This design comes from an exercise in tuning for small area on the open sky130 flow, not from production work. Function was checked by simulation only, so behaviour that the tests miss may differ from the original. No driver is modelled on the clock port, so clock power and skew are understated where the tree is cut down; a real chip needs a root buffer or a tree. Power figures rest on the tool's default switching activity, not on a simulated workload.

== P ==
==> flow/design.v (excerpt) <==
module Matrix_Calculator
    (input logic [7:0] data_in,
     input logic enter, sw,
     input logic [1:0] operation,
     input logic clk, rst,
     output logic [4:0] data_out,
     output logic finish, error,
     output logic [3:0] index);
    logic enter_d, sw_d;
    logic enter_pulse, switch_pulse;
    logic [4:0] c;
    logic done;
    logic accept, second;     
    logic [3:0] low_nib;
    logic [1:0] op;
    logic invalid, step, rot_a, rot_b;
    always_ff @(posedge clk) begin
        enter_d <= enter;
        sw_d <= sw;
        low_nib <= data_in[3:0];
    end
    assign enter_pulse = enter & ~enter_d;
    assign switch_pulse = sw & ~sw_d;
    assign accept = enter_pulse & ~done & ~rst;
    always_ff @(posedge clk) begin
        second <= accept;
        if (accept)
            op <= operation;
    end
    assign invalid = ~op[1] & op[0];
    assign finish = done & ~invalid;
    assign error = invalid & (done | (second & (&c[3:0])));
    assign step = finish & switch_pulse;
    always_ff @(posedge clk) begin
        if (rst) begin
            c <= 5'd0;
            done <= 1'b0;
        end else begin
            if ((second & ~done) | step)
                c[3:0] <= c[3:0] + 4'd1;
            if (step & (&c[3:0]))
                c[4] <= ~c[4];
            if (second & (&c[3:0]))
                done <= 1'b1;
        end
    end
    assign index = done ? c[4:1] : 4'd0;
    assign rot_b = step & c[0];
    assign rot_a = rot_b & c[1] & c[2];
    logic [7:0] pa [0:3];     
    logic [7:0] qa [0:3];     
    logic en_pa, en_qa;
    assign en_pa = (accept & ~c[3] & ~c[0]) | rot_a;
    assign en_qa = (accept & ~c[3] & c[0]) | rot_a;
    always_ff @(posedge clk) begin
        if (en_pa) begin
            pa[0] <= done ? pa[3] : data_in;
            pa[1] <= pa[0];
            pa[2] <= pa[1];
            pa[3] <= pa[2];
        end
        if (en_qa) begin
            qa[0] <= done ? qa[3] : data_in;
            qa[1] <= qa[0];
            qa[2] <= qa[1];
            qa[3] <= qa[2];
        end
    end
    logic [3:0] rb [0:3][0:3];
    logic [3:0] nib_in;
    assign nib_in = second ? low_nib : data_in[7:4];
    genvar gk;
    generate
        for (gk = 0; gk < 4; gk++) begin : brow
            logic en;
  ...
Size: roughly 450 cells after synthesis, ~140 flip-flops, about 25 I/O pins.
==> flow/config.mk <==
export PLATFORM = sky130hd
export DESIGN_NAME = Matrix_Calculator
export DESIGN_NICKNAME = Matrix_Calculator
export VERILOG_FILES = /design/flow/design.v
export SDC_FILE = /design/flow/constraint.sdc
export NUM_CORES = 4
export LEC_CHECK = 0
export CAP_MARGIN = 0
export CORE_MARGIN = 2
export CORE_UTILIZATION = 45
export PLACE_DENSITY = 0.6
export SLEW_MARGIN = 0
export SYNTH_HIERARCHICAL = 1
export SYNTH_MINIMUM_KEEP_SIZE = 0
==> flow/constraint.sdc <==
create_clock -name core_clock -period 10.0 [get_ports {clk}]
set_input_delay 2.0000 -clock core_clock [delete_from_list [all_inputs] [get_ports {clk}]]
set_output_delay 2.0000 -clock core_clock [all_outputs]
set_load 0.01 [all_outputs]
standard.sh (not shown) runs the stock make flow with config.mk's settings and CLKGATE_MAP_FILE= SYNTH_SCRIPT=/design/flow/synth_recipe.tcl, a recipe that flattens the netlist after the stock synthesis.
==> flow/flow/run.sh <==
#!/bin/bash
# The standard layout with two changes: port buffers are buf_1, and the clock
# tree is built by manual_cts.tcl (a balanced two-level tree of clkbuf
# cells) instead of TritonCTS. Each tool's full output goes to the ORFS logs
# under orfs/logs; make's own output goes to make.log here.
set -euo pipefail
cd "$(dirname "$0")/.."

bash standard.sh \
  "BUFFER_PORTS_ARGS=-buffer_cell sky130_fd_sc_hd__buf_1" \
  "PRE_CTS_TCL=$PWD/flow/manual_cts.tcl" \
  finish > make.log 2>&1
==> flow/flow/manual_cts.tcl <==
# Used as PRE_CTS_TCL in place of TritonCTS: a two-level clock tree. The
# clock port drives NTOP buffers; each drives an equal share of NLEAF leaf
# buffers; each leaf buffer drives an equal share of the flip-flops. Groups
# come from recursive bisection of the placed locations, cutting the longer
# side of each group's bounding box.
set NTOP 2
set NLEAF 11
set TOPBUF sky130_fd_sc_hd__clkbuf_4
set LEAFBUF sky130_fd_sc_hd__clkbuf_8

proc mcts_split {items n} {
  if {$n <= 1} { return [list $items] }
  set xs {}; set ys {}
  foreach s $items { lappend xs [lindex $s 1]; lappend ys [lindex $s 2] }
  set xs [lsort -real $xs]; set ys [lsort -real $ys]
  set w [expr {[lindex $xs end] - [lindex $xs 0]}]
  set h [expr {[lindex $ys end] - [lindex $ys 0]}]
  set sorted [lsort -real -index [expr {$w >= $h ? 1 : 2}] $items]
  set n1 [expr {$n / 2}]
  set cut [expr {int(round([llength $sorted] * double($n1) / $n))}]
  return [concat [mcts_split [lrange $sorted 0 [expr {$cut - 1}]] $n1] \
                 [mcts_split [lrange $sorted $cut end] [expr {$n - $n1}]]]
}

proc mcts_buffer {block master name innet items} {
  set sx 0; set sy 0
  foreach s $items { set sx [expr {$sx + [lindex $s 1]}]; set sy [expr {$sy + [lindex $s 2]}] }
  set m [llength $items]
  set cx [expr {$sx / $m}]; set cy [expr {$sy / $m}]
  set net [odb::dbNet_create $block "${name}_net"]
  $net setSigType CLOCK
  set inst [odb::dbInst_create $block $master $name]
  $inst setLocation [expr {int($cx)}] [expr {int($cy)}]
  $inst setPlacementStatus PLACED
  [$inst findITerm A] connect $innet
  [$inst findITerm X] connect $net
  foreach s $items {
    set it [lindex $s 0]
    $it disconnect
    $it connect $net
  }
  puts "manual_cts: $name ([$master getName]) drives $m pins"
  return [list [$inst findITerm A] $cx $cy]
}

proc manual_cts {ntop nleaf topbuf leafbuf} {
  set block [ord::get_db_block]
  set clk [$block findNet clk]
  set tm [[ord::get_db] findMaster $topbuf]
  set lm [[ord::get_db] findMaster $leafbuf]
  set sinks {}
  foreach it [$clk getITerms] {
    set b [[$it getInst] getBBox]
    lappend sinks [list $it [expr {([$b xMin] + [$b xMax]) / 2.0}] [expr {([$b yMin] + [$b yMax]) / 2.0}]]
  }
  set leaves {}
  set k 0
  foreach group [mcts_split $sinks $nleaf] {
    lappend leaves [mcts_buffer $block $lm "clkbuf_leaf$k" $clk $group]
    incr k
  }
  set t 0
  foreach group [mcts_split $leaves $ntop] {
    mcts_buffer $block $tm "clkbuf_top$t" $clk $group
    incr t
  }
}

manual_cts $NTOP $NLEAF $TOPBUF $LEAFBUF
rename clock_tree_synthesis __tritoncts_unused
proc clock_tree_synthesis {args} {
  set_propagated_clock [all_clocks]
}
Per the final summary, P finished and its layout is clean on timing, DRC and antenna.
Edits applied to the flow inputs when going from P to Q:
# P
export LEC_CHECK = 0
export CAP_MARGIN = 0
export CORE_MARGIN = 2
export CORE_UTILIZATION = 45
export PLACE_DENSITY = 0.6
export SLEW_MARGIN = 0
export SYNTH_HIERARCHICAL = 1
export SYNTH_MINIMUM_KEEP_SIZE = 0
create_clock -name core_clock -period 10.0 [get_ports {clk}]
# Q
export LEC_CHECK = 0
export CAP_MARGIN = 20
export CORE_MARGIN = 2
export CORE_UTILIZATION = 45
export PLACE_DENSITY = 0.85
export SLEW_MARGIN = 20
export SYNTH_HIERARCHICAL = 1
export SYNTH_MINIMUM_KEEP_SIZE = 0
create_clock -name core_clock -period 10.0 [get_ports {clk}]
diff --git a/flow/flow/manual_cts.tcl b/flow/flow/manual_cts.tcl
--- a/flow/flow/manual_cts.tcl
+++ b/flow/flow/manual_cts.tcl
@@ -5,5 +5,5 @@
 # side of each group's bounding box.
 set NTOP 2
-set NLEAF 11
+set NLEAF 8
 set TOPBUF sky130_fd_sc_hd__clkbuf_4
 set LEAFBUF sky130_fd_sc_hd__clkbuf_8
## What came out
- Relative to P, the area overhead of the layout relative to synthesis of Q is lower by 0.61 points.
- Looking at HPWL after detailed placement across Q and P, the one that comes out higher is Q.
- In the flow results for Q and P, the net load switching power is smaller on Q.
- Compared with P, Q ends up with a smaller final cell area.
- Lower met2 demand-to-capacity share in global routing was reported by Q, not P.
- Relative to P, largest voltage drop on the vdd net increased by about 70% in Q.
- Fraction of power spent switching nets delta (P -> Q): insignificant
- | met3 usage in global routing | Q vs P | 0.42 points higher |
- Global-route usage essentially unchanged between Q and P.
- Higher part of the power in registers among Q and P: Q
- Between Q and P, worst-case setup margin in the final layout is higher for P, Q comes in under that.
No run of this note takes its clock network from TritonCTS; it comes from the design's own scripts or RTL.

separate check: timing with driven ports:
The results above use ideal ports. As a check the final layouts listed here were re-extracted and re-timed, cells and wires unchanged.
Step 1 (the two cells are an assumption about what drives the block):
set clk [get_ports {clk}]
set_driving_cell -lib_cell sky130_fd_sc_hd__clkbuf_16 $clk
set_driving_cell -lib_cell sky130_fd_sc_hd__buf_2 [delete_from_list [all_inputs] $clk]
Step 2 moves the port delays by t, midway between the first and last clock arrival at a register: inputs arrive t later, outputs are due t later. That takes back most of the time a late clock gives input paths.
Three values: ideal ports, drivers, drivers and shift; two values: the first two.
run | shift t [ns] | setup WS [ns] | hold slack, ns | worst setup path at the end
P | 0.421 | 2.055 / 2.010 / 2.431 | 0.416 / 0.416 / 0.416 | register to output
Q | 0.417 | 1.966 / 1.923 / 2.340 | 0.410 / 0.410 / 0.410 | register to output
After both steps setup and hold are still met in every run listed.
